What follows belongs to an exercise in optimizing a design on an open flow for small area; a production flow would make more cautious choices. Where RTL was checked, it was by simulation tests only, not by an equivalence proof against the original. For run 2, only the layout was checked, not whether the RTL still works. Power is estimated from default activity; no workload was simulated.

## flow/design.v (module list and top-level ports; edited modules follow where they fit)
// module p_fa: 4 lines
// module p_fac: 4 lines
// module p_ha: 4 lines
// module p_nor2: 3 lines
// module p_or2: 3 lines
// module p_and2: 3 lines
// module p_inv: 3 lines
// module p_xor2: 3 lines
// module p_xnor2: 3 lines
// module p_xor3: 3 lines
// module p_a222oi: 3 lines
// module magnitude_wrapper: 1020 lines
module magnitude_wrapper(
	input aclk,
	input aresetn,
	input s_i_data_valid,
	output reg s_o_data_ready,
	input [31:0] s_i_data,
	output reg m_o_data_valid,
	input m_i_data_ready,
	output [31:0] m_o_data
    );
  // ...
==> flow/flow/run.sh <==
#!/bin/bash
# Standard layout, but the port buffers are the smallest plain buffer and
# the clock tree uses smaller buffers without dummy loads.
set -euo pipefail
export BUFFER_PORTS_ARGS="-buffer_cell sky130_fd_sc_hd__buf_1"
export CTS_ARGS="-sink_clustering_enable -repair_clock_nets -dont_use_dummy_load -root_buf sky130_fd_sc_hd__clkbuf_8 -tree_buf sky130_fd_sc_hd__clkbuf_4 -sink_clustering_buffer sky130_fd_sc_hd__clkbuf_4 -buf_list sky130_fd_sc_hd__clkbuf_4 -sink_clustering_size 12"
bash standard.sh finish > standard_flow.log 2>&1
==> flow/standard.sh <==
#!/bin/bash
# synth_recipe.tcl (not shown) runs the flow's synth.tcl, then flattens the netlist and writes it again
# the make line also repeats each setting of config.mk as NAME=value (left out here)
make -C /OpenROAD-flow-scripts/flow DESIGN_CONFIG=/design/flow/config.mk WORK_HOME=/design/flow/orfs CLKGATE_MAP_FILE= SYNTH_SCRIPT=/design/flow/synth_recipe.tcl "${@:-finish}"
==> flow/config.mk <==
export PLATFORM = sky130hd
export DESIGN_NAME = magnitude_wrapper
export DESIGN_NICKNAME = magnitude_wrapper
export VERILOG_FILES = /design/flow/design.v
export SDC_FILE = /design/flow/constraint.sdc
export NUM_CORES = 4
export LEC_CHECK = 0
export CAP_MARGIN = 20
export CORE_MARGIN = 2
export CORE_UTILIZATION = 40
export SLEW_MARGIN = 20
export SYNTH_HIERARCHICAL = 1
export SYNTH_MINIMUM_KEEP_SIZE = 0
==> flow/constraint.sdc <==
create_clock -name core_clock -period 10.0 [get_ports {aclk}]
set_input_delay 2.0000 -clock core_clock [delete_from_list [all_inputs] [get_ports {aclk}]]
set_output_delay 2.0000 -clock core_clock [all_outputs]
set_load 0.01 [all_outputs]
==> run summary, run 1 <==
Status - timing/DRC/antenna clean
DP Area - 7730 um2
Critical path cell sequence - buf_1, a222oi_1, buf_4, or2_1, fa_1, fa_1, fa_1, fa_1, fa_1, fa_1, fa_1, fa_1, fa_1, fa_1, fa_1, fa_1, fa_1, fa_1, xor2_1, inv_1, a222oi_1
Fin util - 45.4%
DP Wirelength - 11.5 mm
Setup Crit Path Kind - primary input to register
Met3 GRT Util - 4.26%
Sequential cell area share - 29.4%
Sequential fraction of the synthesis area - 32.7%
Core area - 17300 um2
Largest family of logic cells by synthesized area - adder cells
Overflow after GRT - 0
Final Skew - 38.3 ps
Simple-Gate Fraction of Synth Area - 10.9%
Multi-input gate count - 391
NonClk Buf Share - 5.94%
Layout area overhead - 11.1%
Compound-Gate Fraction of Synth Area - 7.28%
Syn Area/Cell - 12.4 um2
Clk sinks - 107
Min setup slack post-route - 688 ps
Endpoint, Worst Hold - ack
Synth top area share - 38.2%
Xor and xnor area share after synthesis - 0.372%
DR top layer - met4
Multiplexer share of the synthesized area - 0%
==> inputs of run 2 (changes only) <==
--- a/flow/design.v
+++ b/flow/design.v
@@ -40,33 +40,34 @@
 	input s_i_data_valid,
 	output reg s_o_data_ready,
 	input [31:0] s_i_data,
 	output reg m_o_data_valid,
 	input m_i_data_ready,
 	output [31:0] m_o_data
     );
 	reg start, ack;
-	reg f1, f2, f3;
+	reg f2, f3;
 	reg [15:0] a_re, a_im;
 	reg [31:0] p;         
 	reg [31:0] cn;        
-	reg pc_12, cnc_12;
-	wire tc_12, cvc_12, cdc_12;
+	reg pc_11, cnc_11;
+	wire tc_11, cvc_11, cdc_11;
 	reg pc_20, cnc_20;
 	wire tc_20, cvc_20, cdc_20;
 	wire acc = s_i_data_valid & ~ack;
 	wire [15:0] xn;       
 	wire [31:0] t;        
 	wire [31:0] cv;       
 	wire [31:0] mo;
 	wire [31:0] cd;
 	wire sel_re = f2;
+	wire f1 = start & ~ack;
 	wire sel_im = f1 | f3;
-	wire sel_pin = ~ack & ~f1;
+	wire sel_pin = ~ack & ~start;
 	wire pm = f1 | (ack & ~f2);
 	wire ld_t = m_i_data_ready & f3;
 	wire ld_p = m_i_data_ready & ~f3;
 	wire hold = ~m_i_data_ready;
 	p_a222oi um0 (.a1(sel_re), .a2(a_re[0]), .b1(sel_im), .b2(a_im[0]), .c1(sel_pin), .c2(s_i_data[0]), .y(xn[0]));
 	p_a222oi um1 (.a1(sel_re), .a2(a_re[1]), .b1(sel_im), .b2(a_im[1]), .c1(sel_pin), .c2(s_i_data[1]), .y(xn[1]));
 	p_a222oi um2 (.a1(sel_re), .a2(a_re[2]), .b1(sel_im), .b2(a_im[2]), .c1(sel_pin), .c2(s_i_data[2]), .y(xn[2]));
 	p_a222oi um3 (.a1(sel_re), .a2(a_re[3]), .b1(sel_im), .b2(a_im[3]), .c1(sel_pin), .c2(s_i_data[3]), .y(xn[3]));
@@ -109,17 +110,17 @@
 	assign t[24] = s_677;
 	assign t[25] = s_689;
 	assign t[26] = s_701;
 	assign t[27] = s_710;
 	assign t[28] = s_719;
 	assign t[29] = s_725;
 	assign t[30] = s_731;
 	assign t[31] = s_798;
-	assign tc_12 = c_768;
+	assign tc_11 = c_765;
 	assign tc_20 = c_792;
 	p_a222oi uc0 (.a1(ld_t), .a2(t[0]), .b1(ld_p), .b2(p[0]), .c1(hold), .c2(cv[0]), .y(cd[0]));
 	p_inv ui0 (.a(cn[0]), .y(cv[0]));
 	p_a222oi uc1 (.a1(ld_t), .a2(t[1]), .b1(ld_p), .b2(p[1]), .c1(hold), .c2(cv[1]), .y(cd[1]));
 	p_inv ui1 (.a(cn[1]), .y(cv[1]));
 	p_a222oi uc2 (.a1(ld_t), .a2(t[2]), .b1(ld_p), .b2(p[2]), .c1(hold), .c2(cv[2]), .y(cd[2]));
 	p_inv ui2 (.a(cn[2]), .y(cv[2]));
 	p_a222oi uc3 (.a1(ld_t), .a2(t[3]), .b1(ld_p), .b2(p[3]), .c1(hold), .c2(cv[3]), .y(cd[3]));
@@ -175,32 +176,31 @@
 	p_a222oi uc28 (.a1(ld_t), .a2(t[28]), .b1(ld_p), .b2(p[28]), .c1(hold), .c2(cv[28]), .y(cd[28]));
 	p_inv ui28 (.a(cn[28]), .y(cv[28]));
 	p_a222oi uc29 (.a1(ld_t), .a2(t[29]), .b1(ld_p), .b2(p[29]), .c1(hold), .c2(cv[29]), .y(cd[29]));
 	p_inv ui29 (.a(cn[29]), .y(cv[29]));
 	p_a222oi uc30 (.a1(ld_t), .a2(t[30]), .b1(ld_p), .b2(p[30]), .c1(hold), .c2(cv[30]), .y(cd[30]));
 	p_inv ui30 (.a(cn[30]), .y(cv[30]));
 	p_a222oi uc31 (.a1(ld_t), .a2(t[31]), .b1(ld_p), .b2(p[31]), .c1(hold), .c2(cv[31]), .y(cd[31]));
 	p_inv ui31 (.a(cn[31]), .y(cv[31]));
-	p_a222oi ucc12 (.a1(ld_t), .a2(tc_12), .b1(ld_p), .b2(pc_12), .c1(hold), .c2(cvc_12), .y(cdc_12));
-	p_inv uic12 (.a(cnc_12), .y(cvc_12));
+	p_a222oi ucc11 (.a1(ld_t), .a2(tc_11), .b1(ld_p), .b2(pc_11), .c1(hold), .c2(cvc_11), .y(cdc_11));
+	p_inv uic11 (.a(cnc_11), .y(cvc_11));
 	p_a222oi ucc20 (.a1(ld_t), .a2(tc_20), .b1(ld_p), .b2(pc_20), .c1(hold), .c2(cvc_20), .y(cdc_20));
 	p_inv uic20 (.a(cnc_20), .y(cvc_20));
 	assign mo[0] = cv[0];
 	assign mo[1] = cv[1];
 	assign mo[2] = cv[2];
 	assign mo[3] = cv[3];
 	assign mo[4] = cv[4];
 	assign mo[5] = cv[5];
 	assign mo[6] = cv[6];
 	assign mo[7] = cv[7];
 	assign mo[8] = cv[8];
 	assign mo[9] = cv[9];
 	assign mo[10] = cv[10];
-	assign mo[11] = cv[11];
 	assign m_o_data = mo;
 	wire dg_1;
 	wire pp_3;
 	wire pp_5;
 	wire pp_7;
 	wire pp_9;
 	wire pp_11;
 	wire pp_13;
@@ -686,16 +686,17 @@
 	wire e_822;
 	wire e_824;
 	wire e_826;
 	wire e_828;
 	wire e_830;
 	wire e_832;
 	wire e_834;
 	wire e_836;
+	wire e_838;
   p_inv u2 (.a(xn[0]), .y(dg_1));
   p_nor2 u4 (.a(xn[0]), .b(xn[1]), .y(pp_3));
   p_nor2 u6 (.a(xn[0]), .b(xn[2]), .y(pp_5));
   p_nor2 u8 (.a(xn[0]), .b(xn[3]), .y(pp_7));
   p_nor2 u10 (.a(xn[0]), .b(xn[4]), .y(pp_9));
   p_nor2 u12 (.a(xn[0]), .b(xn[5]), .y(pp_11));
   p_nor2 u14 (.a(xn[0]), .b(xn[6]), .y(pp_13));
   p_nor2 u16 (.a(xn[0]), .b(xn[7]), .y(pp_15));
@@ -854,17 +855,17 @@
   p_and2 u322 (.a(p[24]), .b(pm), .y(pm_321));
   p_and2 u324 (.a(p[25]), .b(pm), .y(pm_323));
   p_and2 u326 (.a(p[26]), .b(pm), .y(pm_325));
   p_and2 u328 (.a(p[27]), .b(pm), .y(pm_327));
   p_and2 u330 (.a(p[28]), .b(pm), .y(pm_329));
   p_and2 u332 (.a(p[29]), .b(pm), .y(pm_331));
   p_and2 u334 (.a(p[30]), .b(pm), .y(pm_333));
   p_and2 u336 (.a(p[31]), .b(pm), .y(pm_335));
-  p_and2 u338 (.a(pc_12), .b(pm), .y(pmc_337));
+  p_and2 u338 (.a(pc_11), .b(pm), .y(pmc_337));
   p_and2 u340 (.a(pc_20), .b(pm), .y(pmc_339));
   p_fac u343 (.a(pm_305), .b(dg_201), .s(s_341), .co(c_342));
   p_fa u346 (.a(pm_277), .b(dg_33), .c(pp_3), .s(s_344), .co(c_345));
   p_fa u349 (.a(pm_279), .b(pp_5), .c(c_345), .s(s_347), .co(c_348));
   p_fa u352 (.a(pm_281), .b(dg_63), .c(pp_35), .s(s_350), .co(c_351));
   p_fa u355 (.a(pp_7), .b(s_350), .c(c_348), .s(s_353), .co(c_354));
   p_fa u358 (.a(pm_283), .b(pp_37), .c(pp_9), .s(s_356), .co(c_357));
   p_fa u361 (.a(c_351), .b(s_356), .c(c_354), .s(s_359), .co(c_360));
@@ -882,39 +883,39 @@
   p_fa u397 (.a(pp_71), .b(pp_95), .c(c_381), .s(s_395), .co(c_396));
   p_fa u400 (.a(c_384), .b(s_392), .c(s_395), .s(s_398), .co(c_399));
   p_fa u403 (.a(c_387), .b(s_398), .c(c_390), .s(s_401), .co(c_402));
   p_fa u406 (.a(pm_293), .b(dg_141), .c(pp_119), .s(s_404), .co(c_405));
   p_fa u409 (.a(pp_19), .b(pp_47), .c(pp_73), .s(s_407), .co(c_408));
   p_fa u412 (.a(pp_97), .b(c_393), .c(s_404), .s(s_410), .co(c_411));
   p_fa u415 (.a(s_407), .b(c_396), .c(s_410), .s(s_413), .co(c_414));
   p_fa u418 (.a(c_399), .b(s_413), .c(c_402), .s(s_416), .co(c_417));
-  p_fa u421 (.a(pm_295), .b(pp_121), .c(pp_21), .s(s_419), .co(c_420));
-  p_fa u424 (.a(pp_49), .b(pp_75), .c(pp_99), .s(s_422), .co(c_423));
-  p_fa u427 (.a(c_405), .b(c_408), .c(s_419), .s(s_425), .co(c_426));
-  p_fa u430 (.a(s_422), .b(c_411), .c(s_425), .s(s_428), .co(c_429));
-  p_fa u433 (.a(c_414), .b(s_428), .c(c_417), .s(s_431), .co(c_432));
-  p_fa u436 (.a(pm_297), .b(pmc_337), .c(dg_163), .s(s_434), .co(c_435));
-  p_fa u439 (.a(pp_101), .b(pp_123), .c(pp_143), .s(s_437), .co(c_438));
-  p_fa u442 (.a(pp_23), .b(pp_51), .c(pp_77), .s(s_440), .co(c_441));
-  p_fa u445 (.a(c_420), .b(s_434), .c(c_423), .s(s_443), .co(c_444));
-  p_fa u448 (.a(s_437), .b(s_440), .c(c_426), .s(s_446), .co(c_447));
-  p_fa u451 (.a(s_443), .b(c_429), .c(s_446), .s(s_449), .co(c_450));
+  p_fa u421 (.a(pm_295), .b(pmc_337), .c(pp_121), .s(s_419), .co(c_420));
+  p_fa u424 (.a(pp_21), .b(pp_49), .c(pp_75), .s(s_422), .co(c_423));
+  p_fa u427 (.a(pp_99), .b(c_405), .c(c_408), .s(s_425), .co(c_426));
+  p_fa u430 (.a(s_419), .b(s_422), .c(c_411), .s(s_428), .co(c_429));
+  p_fa u433 (.a(s_425), .b(c_414), .c(s_428), .s(s_431), .co(c_432));
+  p_fa u436 (.a(pm_297), .b(dg_163), .c(pp_101), .s(s_434), .co(c_435));
+  p_fa u439 (.a(pp_123), .b(pp_143), .c(pp_23), .s(s_437), .co(c_438));
+  p_fa u442 (.a(pp_51), .b(pp_77), .c(c_420), .s(s_440), .co(c_441));
+  p_fa u445 (.a(c_423), .b(s_434), .c(s_437), .s(s_443), .co(c_444));
+  p_fa u448 (.a(c_426), .b(s_440), .c(s_443), .s(s_446), .co(c_447));
+  p_fa u451 (.a(c_429), .b(s_446), .c(c_432), .s(s_449), .co(c_450));
   p_fa u454 (.a(pm_299), .b(pp_103), .c(pp_125), .s(s_452), .co(c_453));
   p_fa u457 (.a(pp_145), .b(pp_25), .c(pp_53), .s(s_455), .co(c_456));
   p_fa u460 (.a(pp_79), .b(c_435), .c(c_438), .s(s_458), .co(c_459));
-  p_fa u463 (.a(c_441), .b(s_452), .c(s_455), .s(s_461), .co(c_462));
+  p_fa u463 (.a(s_452), .b(s_455), .c(c_441), .s(s_461), .co(c_462));
   p_fa u466 (.a(c_444), .b(s_458), .c(s_461), .s(s_464), .co(c_465));
   p_fa u469 (.a(c_447), .b(s_464), .c(c_450), .s(s_467), .co(c_468));
   p_fa u472 (.a(pm_301), .b(dg_183), .c(pp_105), .s(s_470), .co(c_471));
   p_fa u475 (.a(pp_127), .b(pp_147), .c(pp_165), .s(s_473), .co(c_474));
   p_fa u478 (.a(pp_27), .b(pp_55), .c(pp_81), .s(s_476), .co(c_477));
   p_fa u481 (.a(c_453), .b(c_456), .c(s_470), .s(s_479), .co(c_480));
   p_fa u484 (.a(s_473), .b(s_476), .c(c_459), .s(s_482), .co(c_483));
-  p_fa u487 (.a(c_462), .b(s_479), .c(s_482), .s(s_485), .co(c_486));
+  p_fa u487 (.a(s_479), .b(c_462), .c(s_482), .s(s_485), .co(c_486));
   p_fa u490 (.a(c_465), .b(s_485), .c(c_468), .s(s_488), .co(c_489));
   p_fa u493 (.a(pm_303), .b(pp_107), .c(pp_129), .s(s_491), .co(c_492));
   p_fa u496 (.a(pp_149), .b(pp_167), .c(pp_29), .s(s_494), .co(c_495));
   p_fa u499 (.a(pp_57), .b(pp_83), .c(c_471), .s(s_497), .co(c_498));
   p_fa u502 (.a(c_474), .b(c_477), .c(s_491), .s(s_500), .co(c_501));
   p_fa u505 (.a(s_494), .b(c_480), .c(s_497), .s(s_503), .co(c_504));
   p_fa u508 (.a(s_500), .b(c_483), .c(s_503), .s(s_506), .co(c_507));
   p_fa u511 (.a(c_486), .b(s_506), .c(c_489), .s(s_509), .co(c_510));
@@ -998,59 +999,59 @@
   p_ha u745 (.a(c_741), .b(s_347), .s(s_743), .co(c_744));
   p_ha u748 (.a(c_744), .b(s_353), .s(s_746), .co(c_747));
   p_ha u751 (.a(c_747), .b(s_359), .s(s_749), .co(c_750));
   p_ha u754 (.a(c_750), .b(s_368), .s(s_752), .co(c_753));
   p_ha u757 (.a(c_753), .b(s_377), .s(s_755), .co(c_756));
   p_ha u760 (.a(c_756), .b(s_389), .s(s_758), .co(c_759));
   p_ha u763 (.a(c_759), .b(s_401), .s(s_761), .co(c_762));
   p_ha u766 (.a(c_762), .b(s_416), .s(s_764), .co(c_765));
-  p_ha u769 (.a(c_765), .b(s_431), .s(s_767), .co(c_768));
-  p_ha u772 (.a(s_449), .b(c_432), .s(s_770), .co(c_771));
+  p_ha u769 (.a(s_431), .b(c_417), .s(s_767), .co(c_768));
+  p_ha u772 (.a(s_449), .b(c_768), .s(s_770), .co(c_771));
   p_ha u775 (.a(s_467), .b(c_771), .s(s_773), .co(c_774));
   p_ha u778 (.a(s_488), .b(c_774), .s(s_776), .co(c_777));
   p_ha u781 (.a(s_509), .b(c_777), .s(s_779), .co(c_780));
   p_fa u784 (.a(s_530), .b(c_510), .c(c_780), .s(s_782), .co(c_783));
   p_fa u787 (.a(s_551), .b(c_531), .c(c_783), .s(s_785), .co(c_786));
   p_fa u790 (.a(s_572), .b(c_552), .c(c_786), .s(s_788), .co(c_789));
   p_fa u793 (.a(s_590), .b(c_573), .c(c_789), .s(s_791), .co(c_792));
   p_xor2 u795 (.a(pm_335), .b(c_729), .y(s_794));
   p_xor2 u797 (.a(s_794), .b(c_732), .y(s_796));
   p_inv u799 (.a(s_796), .y(s_798));
-  p_ha u801 (.a(cv[12]), .b(cvc_12), .s(mo[12]), .co(e_800));
-  p_ha u803 (.a(cv[13]), .b(e_800), .s(mo[13]), .co(e_802));
-  p_ha u805 (.a(cv[14]), .b(e_802), .s(mo[14]), .co(e_804));
-  p_ha u807 (.a(cv[15]), .b(e_804), .s(mo[15]), .co(e_806));
-  p_ha u809 (.a(cv[16]), .b(e_806), .s(mo[16]), .co(e_808));
-  p_ha u811 (.a(cv[17]), .b(e_808), .s(mo[17]), .co(e_810));
-  p_ha u813 (.a(cv[18]), .b(e_810), .s(mo[18]), .co(e_812));
-  p_ha u815 (.a(cv[19]), .b(e_812), .s(mo[19]), .co(e_814));
-  p_fa u817 (.a(cv[20]), .b(cvc_20), .c(e_814), .s(mo[20]), .co(e_816));
-  p_ha u819 (.a(cv[21]), .b(e_816), .s(mo[21]), .co(e_818));
-  p_ha u821 (.a(cv[22]), .b(e_818), .s(mo[22]), .co(e_820));
-  p_ha u823 (.a(cv[23]), .b(e_820), .s(mo[23]), .co(e_822));
-  p_ha u825 (.a(cv[24]), .b(e_822), .s(mo[24]), .co(e_824));
-  p_ha u827 (.a(cv[25]), .b(e_824), .s(mo[25]), .co(e_826));
-  p_ha u829 (.a(cv[26]), .b(e_826), .s(mo[26]), .co(e_828));
-  p_ha u831 (.a(cv[27]), .b(e_828), .s(mo[27]), .co(e_830));
-  p_ha u833 (.a(cv[28]), .b(e_830), .s(mo[28]), .co(e_832));
-  p_ha u835 (.a(cv[29]), .b(e_832), .s(mo[29]), .co(e_834));
-  p_ha u837 (.a(cv[30]), .b(e_834), .s(mo[30]), .co(e_836));
-  p_xor2 u838 (.a(cv[31]), .b(e_836), .y(mo[31]));
+  p_ha u801 (.a(cv[11]), .b(cvc_11), .s(mo[11]), .co(e_800));
+  p_ha u803 (.a(cv[12]), .b(e_800), .s(mo[12]), .co(e_802));
+  p_ha u805 (.a(cv[13]), .b(e_802), .s(mo[13]), .co(e_804));
+  p_ha u807 (.a(cv[14]), .b(e_804), .s(mo[14]), .co(e_806));
+  p_ha u809 (.a(cv[15]), .b(e_806), .s(mo[15]), .co(e_808));
+  p_ha u811 (.a(cv[16]), .b(e_808), .s(mo[16]), .co(e_810));
+  p_ha u813 (.a(cv[17]), .b(e_810), .s(mo[17]), .co(e_812));
+  p_ha u815 (.a(cv[18]), .b(e_812), .s(mo[18]), .co(e_814));
+  p_ha u817 (.a(cv[19]), .b(e_814), .s(mo[19]), .co(e_816));
+  p_fa u819 (.a(cv[20]), .b(cvc_20), .c(e_816), .s(mo[20]), .co(e_818));
+  p_ha u821 (.a(cv[21]), .b(e_818), .s(mo[21]), .co(e_820));
+  p_ha u823 (.a(cv[22]), .b(e_820), .s(mo[22]), .co(e_822));
+  p_ha u825 (.a(cv[23]), .b(e_822), .s(mo[23]), .co(e_824));
+  p_ha u827 (.a(cv[24]), .b(e_824), .s(mo[24]), .co(e_826));
+  p_ha u829 (.a(cv[25]), .b(e_826), .s(mo[25]), .co(e_828));
+  p_ha u831 (.a(cv[26]), .b(e_828), .s(mo[26]), .co(e_830));
+  p_ha u833 (.a(cv[27]), .b(e_830), .s(mo[27]), .co(e_832));
+  p_ha u835 (.a(cv[28]), .b(e_832), .s(mo[28]), .co(e_834));
+  p_ha u837 (.a(cv[29]), .b(e_834), .s(mo[29]), .co(e_836));
+  p_ha u839 (.a(cv[30]), .b(e_836), .s(mo[30]), .co(e_838));
+  p_xor2 u840 (.a(cv[31]), .b(e_838), .y(mo[31]));
 	always @(posedge aclk) begin
 		start <= acc | (start & ~ack & aresetn);
 		s_o_data_ready <= acc | (s_o_data_ready & aresetn);
 		ack <= start;
-		f1 <= acc & ~start;
 		f2 <= acc & start;
 		f3 <= f2;
 		if (m_i_data_ready) m_o_data_valid <= ack;
 		else if (!aresetn) m_o_data_valid <= 1'b0;
 		a_re <= s_i_data[15:0];
 		if (acc) a_im <= s_i_data[31:16];
 		p <= t;
 		cn <= cd;
-		pc_12 <= tc_12;
-		cnc_12 <= cdc_12;
+		pc_11 <= tc_11;
+		cnc_11 <= cdc_11;
 		pc_20 <= tc_20;
 		cnc_20 <= cdc_20;
 	end
 endmodule
==> flow/flow/run.sh (replaced) <==
#!/bin/bash
# Standard layout, but the port buffers are the smallest plain buffer and
# the clock tree uses smaller buffers without dummy loads.
set -euo pipefail
export BUFFER_PORTS_ARGS="-buffer_cell sky130_fd_sc_hd__buf_1"
export CTS_ARGS="-sink_clustering_enable -repair_clock_nets -dont_use_dummy_load -buf_list sky130_fd_sc_hd__clkbuf_8"
bash standard.sh finish > standard_flow.log 2>&1
==> run summary, run 2 <==
Status - timing/DRC/antenna clean
Critical Path End Type - register
Synth top area share - 38.4% (+0.18 points)
Clk sinks - 106 (-0.93%)
DRT Wirelength - 15.6 mm
Most used DFF post-synth - dfxtp_1
Setup violators final - 0
Worst-Margin Slew - 839 ps
Max Cap Viol - 0
Largest regs - cn (32), p (32)
Leading cell type in the layout, fill and taps excluded - fa_1
CP Data Arrival Time - 9610 ps
Final hold violations - 0
# IOs - 70
Top-count cell post-synth - fa_1
Min Tclk post-route - 9300 ps
Die Y-Extent - 137 um
Setup crit start - s_i_data[8]
Critical Path Most Common Cell - fa_1
Hold Crit Start - start
Synth Instances - 564
Register bit total from synthesis - 106
DIE AREA - 18700 um2
Final setup TNS - 0 ps
DR vias - 4581
# rows - 48
Port Buf Inserts - 69
CTS Buf Count - 9
WL/cell - 17.7 um
Fin crit share - 93.0%
Post-Synthesis Cell Area - 7030 um2
Syn Area/Cell - 12.5 um2 (+0.23%)
Initial antenna violation count - 0
Yosys Warn Count - 7
Post-synth top area cell - fa_1
Die W - 137 um
Vias in the first global route - 5227
Overflow after GRT - 0 (unchanged)
Sequential fraction of the synthesis area - 32.6% (-0.13 points)
Hold Path Class - register to register
Asr flop ratio synth - 0%
Clock buffer depth - 2
Post-synth EDFFs - 17
Vias/cell - 5.21
CTS root buffer - clkbuf_8
Clock-pin slew on the worst setup and hold paths - 110 ps
Initial core utilization - 40.8%
Max-slew violation count - 0
Worst VDD drop - 0.186 mV
Power Dens Cells - 381 nW/um2
DP Wirelength - 11.5 mm (-0.25%)
Global-route wire length before repair - 26.8 mm
Area contributors post-synth - fa_1, dfxtp_1, edfxtp_1, a222oi_1, ha_1
CTS tree - done
F_max - 0.108 GHz
Layout area overhead - 12.0%
Antenna-violating nets left - 0
Leakage - 3.61 nW
R2R Path Start - ack
Peak per-stage delay on the critical path - 460 ps
Most frequent cells in the layout - fa_1, nor2_1, dfxtp_1, buf_1, inv_1
H-tree levels - 3
Ant diodes - 0
Rel. slew slack - 43.8%
RSZ-0062 raised after global routing - no
CP max-delay cell - fa_1
Hold_ws - 407 ps
Synth top cells by count - fa_1, nor2_1, dfxtp_1
Syn_nets - 771
# DRC - 0
Setup Crit Path Kind - primary input to register
Gpl congestion - 0.873
Resize count post-CTS - 0
CP required - 10310 ps
All-layer global routing usage - 18.8%
Pre-antenna DRT Iters - 5
Startpoint Class - primary input
Clk latency of the worst-skew pair - 400 ps
CP max FO - 16
Initial DRC Count - 393
Synth cell types - 15
Layout net count - 864
Core area - 17200 um2 (-0.35%)
Share of cells above drive strength 1 - 5.50%
Post-CTS Setup Inserts - 0
Hold buffer count at cts - 0
Final Skew - 32.6 ps (-5.63 ps)
Largest net degree at the start of global routing - 38
-- run 2: final cells by class --
cell class	instances	area, um2
Fill cell	1596	9360
Multi-Input combinational cell	390	4450
Sequential cell	106	2290
Timing Repair Buffer	93	514
Tap cell	225	282
Inverter	57	214
Clock buffer	9	124
-- run 2: worst max-delay path: cells and delay by family --
kind                       cells  cell delay, ps
AOI/OAI and AO/OA              2             720
adders and majority gates     16            6190
buffers and inverters          6             530
xor gates and xnor gates       1             160
-- run 2: power by group --
part	leakage [nW]	internal [mW]	total (mW)	switching, mW
clock network	0.0647	0.0811	0.216	0.135
logic	2.63	0.960	2.10	1.14
registers	0.912	0.635	0.689	0.0539
total	3.61	1.68	3.00	1.32
-- run 2: final timing paths --
check                               to  slack, ps  depth (start not counted)
worst min-delay path               ack        410                          0
worst max register to register  cn[31]       1470                         26
worst min register to register     ack        410                          0
worst max-delay path            cn[31]        700                         25
-- run 2: cell families (layout without fill, tap and decap cells) --
group / Yosys count / count (layout) / share of synthesized area (%)
and+or+nand+nor: 162 / 162 / 10.5
adders and majority gates: 171 / 171 / 44.8
xor gates and xnor gates: 3 / 3 / 0.374
DFF: 106 / 106 / 32.6
AOI/OAI and AO/OA: 54 / 54 / 7.47
buffers and inverters: 68 / 159 / 4.22
-- run 2: Yosys stat by module (local to each module, per instance), a selection --
module	flops+latches	cells	copies in the design
p_and2	0	1	34
p_fa	0	1	135
p_or2	0	1	15
p_fac	0	5	1
p_xor2	0	1	3
magnitude_wrapper	106	131	1
p_a222oi	0	1	50
p_inv	0	1	51
-- run 2: per-layer routing --
metal	track usage [%]	wire length, um	vias up	share of wire, %
met2	31.6	7600	143	49
li1	-	-	2067	-
met4	5.27	327	0	2.1
met5	0	0	-	0
met3	4.37	863	22	5.5
met1	24.5	6810	2349	44
-- run 2: metrics by stage --
stage / cells / worst slack, ps / cell area [um2] / util [%] / power [mW]
after floorplan: 564 / 228 / 7030 / - / 2.22
after global placement: 871 / 414 / 7750 / 45.0 / 2.74
after detailed placement: 871 / 282 / 7750 / 45.0 / 2.79
after CTS: 880 / 718 / 7880 / 45.7 / 3.05
after global routing: 880 / 386 / 7880 / 45.7 / 3.36
final: 880 / 700 / 7880 / 45.7 / 3.00

## afterwards: timing with drivers on the ports
The flow's constraints put no driver on any port. The routed layouts listed below were extracted and timed again, unchanged, in two steps.
Step 1, drivers: a clkbuf_16 drives aclk and a buf_2 each remaining input, both assumed.
Step 2 adds t to the input delays and takes it off the output delays; t is the mean of the earliest and latest rising clock arrival at the registers after step 1. Input paths then give back, and output paths get back, about the clock's delay inside the block.
Slacks: ideal ports / drivers / drivers and shift; pairs: ideal ports / drivers.
run	t (ns)	setup WS [ns]	pins driven straight from the clock port
run 1	0.408	0.688 / 0.700 / 0.292	1
run 2	0.416	0.700 / 0.716 / 0.299	1
After both steps setup and hold are still met in every run listed. For run 2, which loses most, drivers alone change the setup slack by +0.016 ns; drivers and shift together by -0.401 ns.
